What follows belongs to an exercise in optimizing a design on an open flow for small area, a short achievable clock period and few clock cycles; a production flow would make more cautious choices. Only simulation tests tie the RTL to the original design; equivalence was not proved.

==> inputs of job 7096 <==
## expr_unit
module expr_unit(
  input clk,
  input rst,
  input start,
  input [31:0] i1,
  input [31:0] i2,
  input [31:0] i3,
  output op_ready,
  output reg done,
  output [31:0] result
);
==> module expr_unit, before the edit <==
module expr_unit(
  input clk,
  input rst,
  input start,
  input [31:0] i1,
  input [31:0] i2,
  input [31:0] i3,
  output op_ready,
  output reg done,
  output [31:0] result
);
localparam SB = 5;                  
localparam NG = 7;                  
localparam W  = SB * NG;
reg [31:0] a_q, b_q, d_q;           
reg [31:0] r_q;                     
reg [31:0] acc_q;                   
reg [2:0]  grp_q;                   
reg        busy_q, first_q;
assign op_ready = ~busy_q;
assign result   = acc_q;
always @(posedge clk) begin
  a_q <= i1;
  b_q <= i2;
  d_q <= i3;
end
wire [W-1:0] ap = {{(W-32){1'b0}}, a_q};
wire [31:0]  s_w = a_q + b_q;
wire [31:0]  m_w = b_q & d_q;
wire         d_zero = (d_q == 32'd0);
reg [2:0] g0;
integer gi;
always @(*) begin
  g0 = NG - 1;
  for (gi = NG - 1; gi >= 0; gi = gi - 1)
    if (ap[W-1-SB*gi -: SB] != 0) g0 = gi;
  if (d_zero) g0 = 0;
end
wire [2:0] grp = first_q ? g0 : grp_q;
wire [SB-1:0] abits = ap[W-1-SB*grp -: SB];
wire last = (grp == NG - 1);
reg [32:0] rr, t;
reg [31:0] rc, ac;
reg q;
integer k;
always @(*) begin
  rc = first_q ? 32'd0 : r_q;
  ac = first_q ? 32'd0 : acc_q;
  for (k = 0; k < SB; k = k + 1) begin
    rr = {rc, abits[SB-1-k]};
    t  = rr - {1'b0, d_q};
    q  = ~t[32];
    rc = q ? t[31:0] : rr[31:0];
    ac = {ac[30:0], 1'b0} + (q ? s_w : 32'd0) + (abits[SB-1-k] ? m_w : 32'd0);
  end
end
always @(posedge clk) begin
  if (busy_q) begin
    r_q   <= rc;
    acc_q <= ac;
    grp_q <= grp + 3'd1;
  end
end
always @(posedge clk or posedge rst) begin
  if (rst) begin
    busy_q  <= 1'b0;
    first_q <= 1'b0;
    done    <= 1'b0;
  end else begin
    done <= busy_q & last;
    if (~busy_q) begin
      busy_q  <= start;
      first_q <= 1'b1;
    end else begin
      first_q <= 1'b0;
      if (last) busy_q <= 1'b0;
    end
  end
end
endmodule
Settings: LEC_CHECK=0, CAP_MARGIN=20, CORE_MARGIN=2, CORE_UTILIZATION=40, SLEW_MARGIN=20; clock period 90.0 ns.
run.sh (not shown) runs the stock make flow with config.mk's settings and CLKGATE_MAP_FILE= SYNTH_SCRIPT=/design/flow/synth_recipe.tcl, a recipe that flattens the netlist after the stock synthesis.
==> job 8286 (differences from job 7096) <==
==> flow/design.v (replaced) <==
module divstage(
  input  [31:0] r,
  input         a,
  input  [31:0] d,
  output [31:0] rn,
  output        q
);
  wire [32:0] rr = {r, a};
  wire [32:0] t  = rr - {1'b0, d};
  assign q  = ~t[32];
  assign rn = q ? t[31:0] : rr[31:0];
endmodule
module and2k(input a, input b, output y);
  assign y = a & b;
endmodule
module sfxzero(input [31:0] x, output [31:0] z);
  wire [31:0] l0 = ~x;
  wire [31:0] l1, l2, l3, l4, l5;
  genvar j;
  generate
    for (j = 0; j < 32; j = j + 1) begin : g
      if (j + 1 < 32) begin : a1 and2k u(l0[j], l0[j + 1], l1[j]); end else begin : b1 assign l1[j] = l0[j]; end
      if (j + 2 < 32) begin : a2 and2k u(l1[j], l1[j + 2], l2[j]); end else begin : b2 assign l2[j] = l1[j]; end
      if (j + 4 < 32) begin : a3 and2k u(l2[j], l2[j + 4], l3[j]); end else begin : b3 assign l3[j] = l2[j]; end
      if (j + 8 < 32) begin : a4 and2k u(l3[j], l3[j + 8], l4[j]); end else begin : b4 assign l4[j] = l3[j]; end
      if (j + 16 < 32) begin : a5 and2k u(l4[j], l4[j + 16], l5[j]); end else begin : b5 assign l5[j] = l4[j]; end
    end
  endgenerate
  assign z = l5;
endmodule
module grpsel #(parameter SB = 4, parameter NG = 8) (
  input  [31:0]   az,                
  input  [31:0]   d,
  input  [31:0]   m,
  output [NG-1:0] g1
);
  localparam W = SB * NG;
  wire [32:0] azx = {1'b1, az};
  reg [NG-1:0] need, oh;
  reg skq, mzp;
  integer gi, pg, kk;
  always @(*) begin
    for (gi = 0; gi < NG; gi = gi + 1) begin
      pg = W - SB * (gi + 1);
      skq = 1'b0;
      for (kk = 0; kk < 32; kk = kk + 1)
        if (pg + kk <= 32) skq = skq | (d[kk] & azx[pg + kk]);
        else skq = skq | d[kk];
      mzp = (pg >= 32) ? 1'b1 : ~|(m >> pg);
      need[gi] = (gi == NG - 1) | ~(skq & (azx[pg > 32 ? 32 : pg] | mzp));
    end
    for (gi = 0; gi < NG; gi = gi + 1)
      oh[gi] = need[gi] & ((need & ((1 << gi) - 1)) == 0);
  end
  assign g1 = oh;
endmodule
module hacc #(parameter SB = 4) (
  input  [31:0]   acc,
  input  [31:0]   x,
  input  [31:0]   s,
  input  [SB-1:0] yb,
  input  [SB-1:0] q,
  output [31:0]   accn
);
  reg [31:0] cs, cc, v, ns, nc, x0, x1;
  integer j;
  always @(*) begin
    cs = acc << SB;
    cc = 32'd0;
    for (j = 0; j < SB; j = j + 1) begin
      v  = yb[j] ? (x << j) : 32'd0;
      ns = cs ^ cc ^ v;
      nc = (cs & cc) | (cs & v) | (cc & v);
      cs = ns;
      cc = {nc[30:0], 1'b0};
    end
    for (j = SB - 1; j >= 1; j = j - 1) begin
      v  = q[j] ? (s << j) : 32'd0;
      ns = cs ^ cc ^ v;
      nc = (cs & cc) | (cs & v) | (cc & v);
      cs = ns;
      cc = {nc[30:0], 1'b0};
    end
    x0 = cs + cc;
    ns = cs ^ cc ^ s;
    nc = (cs & cc) | (cs & s) | (cc & s);
    x1 = ns + {nc[30:0], 1'b0};
  end
  assign accn = q[0] ? x1 : x0;
endmodule
module expr_unit(
  input clk,
  input rst,
  input start,
  input [31:0] i1,
  input [31:0] i2,
  input [31:0] i3,
  output op_ready,
  output reg done,
  output [31:0] result
);
localparam SB = 4;                
localparam NG = (32 + SB - 1) / SB;  
localparam W  = SB * NG;
reg [31:0]   a_q, b_q, d_q;          
reg [31:0]   az_q;                   
reg [31:0]   r_q;                    
reg [31:0]   acc_q;                  
reg [NG-1:0] grp_q;                  
reg          busy_q, first_q;
reg          ready_q;                 
assign op_ready = ready_q;
assign result   = acc_q;
wire [31:0] az_in;
sfxzero u_az(.x(i1), .z(az_in));
always @(posedge clk) begin
  a_q  <= i1;
  b_q  <= i2;
  d_q  <= i3;
  az_q <= az_in;
end
wire [31:0] m_w = b_q & d_q;
wire [NG-1:0] g1;
grpsel #(.SB(SB), .NG(NG)) u_grp(.az(az_q), .d(d_q), .m(m_w), .g1(g1));
wire [NG-1:0] grp = first_q ? g1 : grp_q;
wire last = grp[NG-1];
wire        sel_m = (m_w <= a_q);
wire [31:0] x_w   = sel_m ? a_q : m_w;
wire [31:0] y_w   = sel_m ? m_w : a_q;
wire [31:0] s_w   = a_q + b_q;
wire [W-1:0] ap = {{(W-32){1'b0}}, a_q};
wire [W-1:0] yp = {{(W-32){1'b0}}, y_w};
reg [SB-1:0] abits, ybits;
reg [31:0]   rinit;
integer bi;
always @(*) begin
  abits = {SB{1'b0}};
  ybits = {SB{1'b0}};
  rinit = 32'd0;
  for (bi = 0; bi < NG; bi = bi + 1) begin
    abits = abits | (ap[W-1-SB*bi -: SB] & {SB{grp[bi]}});
    ybits = ybits | (yp[W-1-SB*bi -: SB] & {SB{grp[bi]}});
    rinit = rinit | ((a_q >> (W - SB * bi)) & {32{grp[bi]}});
  end
end
wire [31:0] rs [0:SB];
wire [SB-1:0] q;
assign rs[0] = first_q ? rinit : r_q;
genvar k;
generate
  for (k = 0; k < SB; k = k + 1) begin : st
    divstage u(.r(rs[k]), .a(abits[SB-1-k]), .d(d_q), .rn(rs[k+1]), .q(q[SB-1-k]));
  end
endgenerate
wire [31:0] acc_n;
wire [31:0] acc_in = first_q ? 32'd0 : acc_q;
hacc #(.SB(SB)) u_acc(.acc(acc_in), .x(x_w), .s(s_w), .yb(ybits), .q(q), .accn(acc_n));
always @(posedge clk) begin
  r_q   <= rs[SB];
  acc_q <= acc_n;
  grp_q <= grp << 1;
end
always @(posedge clk or posedge rst) begin
  if (rst) ready_q <= 1'b1;
  else     ready_q <= busy_q ? last : ~start;
end
always @(posedge clk or posedge rst) begin
  if (rst) begin
    busy_q  <= 1'b0;
    first_q <= 1'b0;
    done    <= 1'b0;
  end else begin
    done    <= busy_q & last;
    first_q <= ~busy_q;
    if (~busy_q) busy_q <= start;
    else if (last) busy_q <= 1'b0;
  end
end
endmodule
==> flow/flow/run.sh (new file) <==
#!/bin/bash
# The standard layout (standard.sh: the ORFS flow with the standard
# synthesis), with the port buffers that ORFS inserts made plain buf_2
# cells instead of the delay buffers buffer_ports picks by default.
set -euo pipefail
export BUFFER_PORTS_ARGS="-buffer_cell sky130_fd_sc_hd__buf_2"
bash standard.sh > flow.log 2>&1
==> flow/standard.sh (new file) <==
#!/bin/bash
# synth_recipe.tcl (not shown) runs the flow's synth.tcl, then flattens the netlist and writes it again
# the make line also repeats each setting of config.mk as NAME=value (left out here)
make -C /OpenROAD-flow-scripts/flow DESIGN_CONFIG=/design/flow/config.mk WORK_HOME=/design/flow/orfs CLKGATE_MAP_FILE= SYNTH_SCRIPT=/design/flow/synth_recipe.tcl "${@:-finish}"
SYNTH_HIERARCHICAL = 1   (was default)
removed: flow/run.sh
==> comparison table <==
|  | job 8286 | job 7096 |
|---|---|---|
| Met3 Use GR | 4.11% | 3.10% |
| Via count | 25100 | 26600 |
| Maximum achievable frequency | 52.3 MHz | 31.6 MHz |
| Clock sink total | 199 | 166 |
| Status | finished clean | finished clean |
| Endpoint of the lowest-slack register-to-register path | acc_q[31] | acc_q[31] |
| Number of signal-net inverters in the final layout | 387 | 386 |
| Worst hold path endpoint | first_q | acc_q[30] |
| Post-route setup slack | 70870 ps | 58320 ps |
| Post-synthesis net count | 4022 | 4191 |
| Total Wirelength | 91.1 mm | 92.3 mm |
| Post-DP HPWL | 74.4 mm | 75.0 mm |
Testbench counts of job 7096, summed over its fixed seeds: cycles 2,336.
Testbench counts of job 8286, summed over its fixed seeds: cycles 2,079.

-- what the ideal ports hide --
Ports are ideal in the flow. The routed layouts listed here were re-timed in OpenROAD. Step 1 assumes that a clkbuf_16 drives the clock port and a buf_2 every other input. Step 2 adds t to the input delays and takes it off the output delays; t is the mean of the earliest and latest rising clock arrival at the registers after step 1. Input paths then give back, and output paths get back, about the clock's delay inside the block. a / b / c = no drivers / after step 1 / after step 2; a / b = the first two.
run | shift t [ns] | setup slack, ns | worst hold slack (ns) | worst setup path after step 2 | worst slew at a driven data input, ns
job 7096 | 0.571 | 58.317 / 58.317 / 58.317 | 0.873 / 0.873 / 0.873 | register to register | 0.13
job 8286 | 0.566 | 70.866 / 70.806 / 70.957 | 0.429 / 0.429 / 0.429 | input to register | 0.05
After both steps setup and hold are still met in every run listed.
